From an optimization exercise on the open Yosys and OpenROAD flow, aimed at small area; shortcuts taken in it are not production practice.
Only simulation tests tie the RTL to the original design; equivalence was not proved.
No activity file was given, so power comes from the tool's default toggle rates. No driver is modelled on the clock port, so clocking that relies on it looks cheaper here than on a real chip.

Setup of lane 1:
==> flow/design.v <==
module spi_dev (
		input  wire        clk,
		input  wire        reset,
		input  wire [1:0]  address,
		input  wire [3:0]  byteenable,
		input  wire        chipselect,
		input  wire        read,
		output reg  [31:0] readdata,
		input  wire        write,
		input  wire [31:0] writedata,
		output wire        sclk,
		output wire        tx,
		input  wire        rx,
		output wire        cs0,
		output wire        cs1,
		output wire        cs2,
		output wire        cs3
	);
	reg  [31:0] control;
	reg  [31:0] brd;
	wire wr = write & chipselect;
	wire rd = read & chipselect;
	always @ (posedge clk or posedge reset)
	begin
		if (reset)
		begin
			control <= 32'h000081FF;
			brd     <= 32'h00000280;
		end
		else
		begin
			if (wr & (address == 2'd2)) control <= writedata;
			if (wr & (address == 2'd3)) brd <= writedata;
		end
	end
	wire TX_FIFO_WRITE = wr & (address == 2'd0);
	wire RX_FIFO_READ  = rd & (address == 2'd0);
	wire st_wr         = wr & (address == 2'd1);
	wire TX_CLEAR_OV   = st_wr & writedata[3];
	wire RX_CLEAR_OV   = st_wr & writedata[0];
	wire TX_RESET      = st_wr & writedata[7];
	wire RX_RESET      = st_wr & writedata[6];
	reg [24:0] bg_e;
	reg [6:0]  bg_f;
	reg        BAUD_CLOCK;
	wire       bg_match = (bg_e == 25'd0);
	wire [7:0] bg_s = {1'b0, brd[6:0]} + {1'b0, bg_f};
	wire       bg_rst = reset | ~control[15];
	wire [24:0] bg_x = (bg_rst | bg_match) ? brd[31:7] : bg_e;
	wire       bg_b = ~bg_rst & ~(bg_match & bg_s[7]);
	always @ (posedge clk)
	begin
		bg_e <= bg_x - {24'd0, bg_b};
		if (bg_rst)
		begin
			bg_f <= brd[6:0];
			BAUD_CLOCK <= 1'b0;
		end
		else if (bg_match)
		begin
			bg_f <= bg_s[6:0];
			BAUD_CLOCK <= ~BAUD_CLOCK;
		end
	end
	wire        TX_FIFO_READ;
	wire [31:0] TX_data;
	wire [31:0] RX_data_in;
	wire [31:0] RX_rd;
	wire [3:0]  tx_cnt, rx_cnt;
	wire        tx_full, tx_empty, tx_ov, rx_full, rx_empty, rx_ov;
	fifo TX_FIFO(.clk(clk), .areset(reset | TX_RESET),
		.rd_in(TX_FIFO_READ), .wr_in(TX_FIFO_WRITE), .clr_in(TX_CLEAR_OV),
		.din(writedata), .oe(1'b1), .dout(TX_data), .count(tx_cnt),
		.full(tx_full), .empty(tx_empty), .ov(tx_ov));
	fifo RX_FIFO(.clk(clk), .areset(reset | RX_RESET),
		.rd_in(RX_FIFO_READ), .wr_in(~TX_FIFO_READ), .clr_in(RX_CLEAR_OV),
		.din(RX_data_in), .oe(RX_FIFO_READ), .dout(RX_rd), .count(rx_cnt),
		.full(rx_full), .empty(rx_empty), .ov(rx_ov));
	wire [31:0] status = {16'd0, tx_cnt, rx_cnt, 2'b00, tx_empty, tx_full, tx_ov, rx_empty, rx_full, rx_ov};
	always @ (*)
	begin
		readdata = RX_rd
			| (status  & {32{rd & (address == 2'd1)}})
			| (control & {32{rd & (address == 2'd2)}})
			| (brd     & {32{rd & (address == 2'd3)}});
	end
	wire [1:0] CS_SELECT = control[14:13];
	wire [3:0] CS_AUTO   = control[8:5];
	wire [3:0] CS_ENABLE = control[12:9];
	wire       CS_ASSERT;
	reg  [1:0] SEL_MODE;
	reg        SEL_CS_AUTO, SEL_CS_ENABLE;
	wire [3:0] CS;
	genvar g;
	generate
		for (g = 0; g < 4; g = g + 1)
		begin : csg
			assign CS[g] = (CS_ENABLE[g] & ~CS_AUTO[g]) | (CS_AUTO[g] & CS_ASSERT & (CS_SELECT == g));
		end
	endgenerate
	always @ (*)
	begin
		case (CS_SELECT)
			2'd0: begin SEL_CS_AUTO = CS_AUTO[0]; SEL_CS_ENABLE = CS_ENABLE[0]; SEL_MODE = control[17:16]; end
			2'd1: begin SEL_CS_AUTO = CS_AUTO[1]; SEL_CS_ENABLE = CS_ENABLE[1]; SEL_MODE = control[19:18]; end
			2'd2: begin SEL_CS_AUTO = CS_AUTO[2]; SEL_CS_ENABLE = CS_ENABLE[2]; SEL_MODE = control[21:20]; end
			default: begin SEL_CS_AUTO = CS_AUTO[3]; SEL_CS_ENABLE = CS_ENABLE[3]; SEL_MODE = control[23:22]; end
		endcase
	end
	assign cs0 = ~CS[0];
	assign cs1 = ~CS[1];
	assign cs2 = ~CS[2];
	assign cs3 = ~CS[3];
	assign sclk = (BAUD_CLOCK & TX_FIFO_READ) ^ SEL_MODE[1];
	wire SCLK = BAUD_CLOCK ^ SEL_MODE[1] ^ SEL_MODE[0];
	reg [4:0]  ser_count;
	reg [31:0] latch_data;
	reg [1:0]  ser_state;
	reg        last_sclk;
	reg        TX_FIFO_READ_r, CS_ASSERT_r, TX_r;
	reg [31:0] DATA_OUT;
	assign TX_FIFO_READ = TX_FIFO_READ_r;
	assign CS_ASSERT = CS_ASSERT_r;
	assign tx = TX_r;
	assign RX_data_in = DATA_OUT;
	localparam IDLE_STATE = 2'b00, CS_ASSERT_STATE = 2'b01, TX_RX_STATE = 2'b10;
	always @ (posedge clk)
	begin
		if (reset)
		begin
			ser_state <= IDLE_STATE;
			TX_FIFO_READ_r <= 1'b0; CS_ASSERT_r <= 1'b0; TX_r <= 1'b0; DATA_OUT <= 32'b0;
		end
		else if (SCLK != last_sclk)
		begin
			if (SCLK)
			begin
				case (ser_state)
					IDLE_STATE:
					begin
						TX_FIFO_READ_r <= 1'b0; ser_count <= control[4:0]; CS_ASSERT_r <= 1'b0; latch_data <= TX_data;
						if (~tx_empty & SEL_CS_AUTO) ser_state <= CS_ASSERT_STATE;
						if (~tx_empty & ~SEL_CS_AUTO) ser_state <= TX_RX_STATE;
					end
					CS_ASSERT_STATE:
					begin
						TX_FIFO_READ_r <= 1'b0; ser_count <= control[4:0]; CS_ASSERT_r <= 1'b1;
						ser_state <= TX_RX_STATE;
					end
					TX_RX_STATE:
					begin
						DATA_OUT[ser_count] <= rx; TX_FIFO_READ_r <= 1'b1; CS_ASSERT_r <= 1'b1;
						if (ser_count == 5'd0) ser_state <= IDLE_STATE;
						else ser_count <= ser_count - 5'd1;
					end
					default:
						ser_state <= IDLE_STATE;
				endcase
			end
			else
			begin
				if (ser_state == TX_RX_STATE) TX_r <= latch_data[ser_count];
				else TX_r <= 1'b0;
			end
		end
		last_sclk <= SCLK;
	end
endmodule
module fifo(
	input  clk, areset,
	input  rd_in, wr_in, clr_in,
	input  [31:0] din,
	input  oe,
	output [31:0] dout,
	output reg [3:0] count,
	output full, empty, ov
	);
	reg rd_p, wr_p, clr_p, Read, Write, ClearOV;
	always @ (posedge clk)
	begin
		rd_p <= rd_in; wr_p <= wr_in; clr_p <= clr_in;
		Read <= rd_in & ~rd_p;
		Write <= wr_in & ~wr_p;
		ClearOV <= clr_in & ~clr_p;
	end
	localparam EMPTY = 2'b00, NEUTRAL = 2'b01, FULL = 2'b10, OVR = 2'b11;
	reg [1:0]  state;
	reg [3:0]  rp;
	reg [3:0]  wp;
	assign empty = state == EMPTY;
	assign full  = state[1];
	assign ov    = state == OVR;
	reg [1:0] n_state;
	reg [3:0] n_count;
	reg       n_rinc, n_winc, we_a, we_b;
	always @ (*)
	begin
		n_state = state; n_count = count; n_rinc = 1'b0; n_winc = 1'b0;
		we_a = 1'b0; we_b = 1'b0;
		case (state)
			EMPTY:
			begin
				if (Write) begin n_state = NEUTRAL; we_a = 1'b1; n_count = n_count + 1'b1; end
			end
			NEUTRAL:
			begin
				if (Read  && (n_count == 1))  begin n_state = EMPTY; n_rinc = 1'b1; n_count = n_count - 1'b1; end
				if (Write && (n_count < 14))  begin n_state = NEUTRAL; we_a = 1'b1; n_count = n_count + 1'b1; end
				if (Read  && (n_count > 1))   begin n_state = NEUTRAL; n_rinc = 1'b1; n_count = n_count - 1'b1; end
				if (Write && (n_count == 14)) begin n_state = FULL; if (we_a) we_b = 1'b1; else we_a = 1'b1; n_count = n_count + 1'b1; end
			end
			FULL:
			begin
				if (Read)  begin n_state = NEUTRAL; n_rinc = 1'b1; n_count = n_count - 1'b1; end
				if (Write) begin n_state = OVR; end
			end
			OVR:
			begin
				if (ClearOV) n_state = FULL;
			end
		endcase
	end
	always @ (posedge clk or posedge areset)
	begin
		if (areset)
		begin
			state <= EMPTY; count <= 4'd0; wp <= 4'd0; rp <= 4'd0;
		end
		else
		begin
			state <= n_state; count <= n_count;
			wp <= wp + {3'b000, we_a} + {3'b000, we_b};
			rp <= rp + n_rinc;
		end
	end
	reg [511:0] st;
	wire [15:0] wdec = 16'd1 << wp;
	wire [15:0] wen  = ({16{we_a}} & wdec) | ({16{we_b}} & {wdec[14:0], wdec[15]});
	genvar i;
	generate
		for (i = 0; i < 16; i = i + 1)
		begin : row
			always @ (posedge clk)
				if (wen[i] & ~areset) st[i*32 +: 32] <= din;
		end
	endgenerate
	wire [15:0] rsel = (16'd1 << rp) & {16{oe}};
	reg  [31:0] d;
	integer k;
	always @ (*)
	begin
		d = 32'd0;
		for (k = 0; k < 16; k = k + 1)
			d = d | (st[k*32 +: 32] & {32{rsel[k]}});
	end
	assign dout = d;
endmodule
export LEC_CHECK = 0
export CAP_MARGIN = 20
export CORE_MARGIN = 2
export CORE_UTILIZATION = 60
export CTS_BUF_LIST = sky130_fd_sc_hd__clkbuf_16
export CTS_CLUSTER_DIAMETER = 100
export CTS_CLUSTER_SIZE = 25
export PLACE_DENSITY = 0.85
export SLEW_MARGIN = 20
create_clock -name core_clock -period 10.0 [get_ports {clk}]
standard.sh (not shown) runs the stock make flow with config.mk's settings and CLKGATE_MAP_FILE= SYNTH_SCRIPT=/design/flow/synth_recipe.tcl, a recipe that flattens the netlist after the stock synthesis.
==> flow/flow/run.sh <==
#!/bin/bash
# The standard layout (standard.sh), with three changes:
#  - synthesis maps logic with flow/abc_area.script in place of ORFS's abc speed script
#    (synth_recipe.tcl is sourced unchanged; only the abc call's -script is swapped)
#  - clock-tree synthesis without dummy loads, with larger sink clusters of clkbuf_16
#  - port buffers are buf_1
set -euo pipefail
HERE=$PWD
cat > my_synth.tcl <<EOF
proc abc {args} {
  set i [lsearch -exact \$args -script]
  if {\$i >= 0} { lset args [expr {\$i + 1}] $HERE/flow/abc_area.script }
  yosys abc {*}\$args
}
source $HERE/synth_recipe.tcl
EOF
sed "s#SYNTH_SCRIPT=[^ ]*#SYNTH_SCRIPT=$HERE/my_synth.tcl#" standard.sh > my_standard.sh
export CTS_ARGS="-sink_clustering_enable -repair_clock_nets -dont_use_dummy_load -sink_clustering_size 30 -sink_clustering_max_diameter 100 -buf_list sky130_fd_sc_hd__clkbuf_16"
export BUFFER_PORTS_ARGS="-buffer_cell sky130_fd_sc_hd__buf_1"
bash my_standard.sh > standard.log 2>&1
==> flow/flow/abc_area.script <==
&get -n
&st
&syn2
&dch
&nf -R 1000 -p -F 8 -A 4 -C 32
&st
&syn2
&dch
&nf -R 1000 -p -F 8 -A 4 -C 32
&put
topo
dnsize -c
Lane 1 went all the way through the flow, and no timing, DRC or antenna check failed.
Relative to lane 1, the following input files were edited for lane 5:
- clearing PLACE_DENSITY, which used to be 0.85
- putting GPL_TIMING_DRIVEN at 0 where nothing was set
- swapping 60 for 40 in CORE_UTILIZATION
diff --git a/flow/flow/run.sh b/flow/flow/run.sh
--- a/flow/flow/run.sh
+++ b/flow/flow/run.sh
@@ -18 +18 @@
-export CTS_ARGS="-sink_clustering_enable -repair_clock_nets -dont_use_dummy_load -sink_clustering_size 30 -sink_clustering_max_diameter 100 -buf_list sky130_fd_sc_hd__clkbuf_16"
+export CTS_ARGS="-sink_clustering_enable -repair_clock_nets -dont_use_dummy_load -sink_clustering_size 25 -sink_clustering_max_diameter 100 -buf_list sky130_fd_sc_hd__clkbuf_16"
==> flow/flow/abc_area.script <==
&get -n
&st
&syn2
&dch
&nf -R 1000
&st
&syn2
&dch
&nf -R 1000
&st
&syn2
&dch
&nf -R 1000
&put
topo
dnsize -c
Notes after the runs:
Looking at critical path depth, lane 5 sits 11 lower than lane 1 does. Comparing final worst setup slack for lane 1 and lane 5, the bigger number came from lane 1. Between lane 1 and lane 5, sequential power increased. The cell at the slowest stage of the critical path comes out sky130_fd_sc_hd__nor3_2 in one run and sky130_fd_sc_hd__dfrtp_1 in the other, namely in lane 5 and lane 1 respectively. Share of the clock period used by the worst path after layout: lane 1 and lane 5 compared, lower one is lane 1. Lane 5 vs lane 1 on final routed wirelength across all metal layers: lane 5 is the higher one. Run comparison: lane 1 worst setup path startpoint RX_FIFO.count[0]$_DFFE_PN0P_; lane 5 worst setup path startpoint chipselect. Compared with lane 1, count of filler cells inserted in the layout in lane 5 increased by more than half. Layout clock buffer count | lane 5 above lane 1.

-- separate check: timing with driven ports --
No port has a modelled driver above. Below, the same layouts with a new extraction and two added sets of constraints. Step 1: set_driving_cell puts a clkbuf_16 on clk and a buf_2 on each other input, an assumption about the parent block. Step 2, shift: input delay + t, output delay - t, t = (earliest + latest rising clock arrival at the registers) / 2. This alone moves slack from input paths to output paths. Slacks: ideal / step 1 / step 2; pairs: ideal / step 1.
run | t (ns) | setup slack, ns | hold slack, ns | worst setup path at the end | pins driven straight from the clock port
lane 1 | 0.692 | 2.888 / 2.888 / 2.888 | 0.394 / 0.394 / 0.394 | register to register | 1
lane 5 | 0.704 | 2.706 / 2.684 / 2.684 | 0.388 / 0.388 / 0.388 | input to output | 1
After both steps every run listed still meets setup and hold. The setup slack of lane 5, which loses most, moves by -0.022 ns with the drivers and by -0.022 ns with both steps.
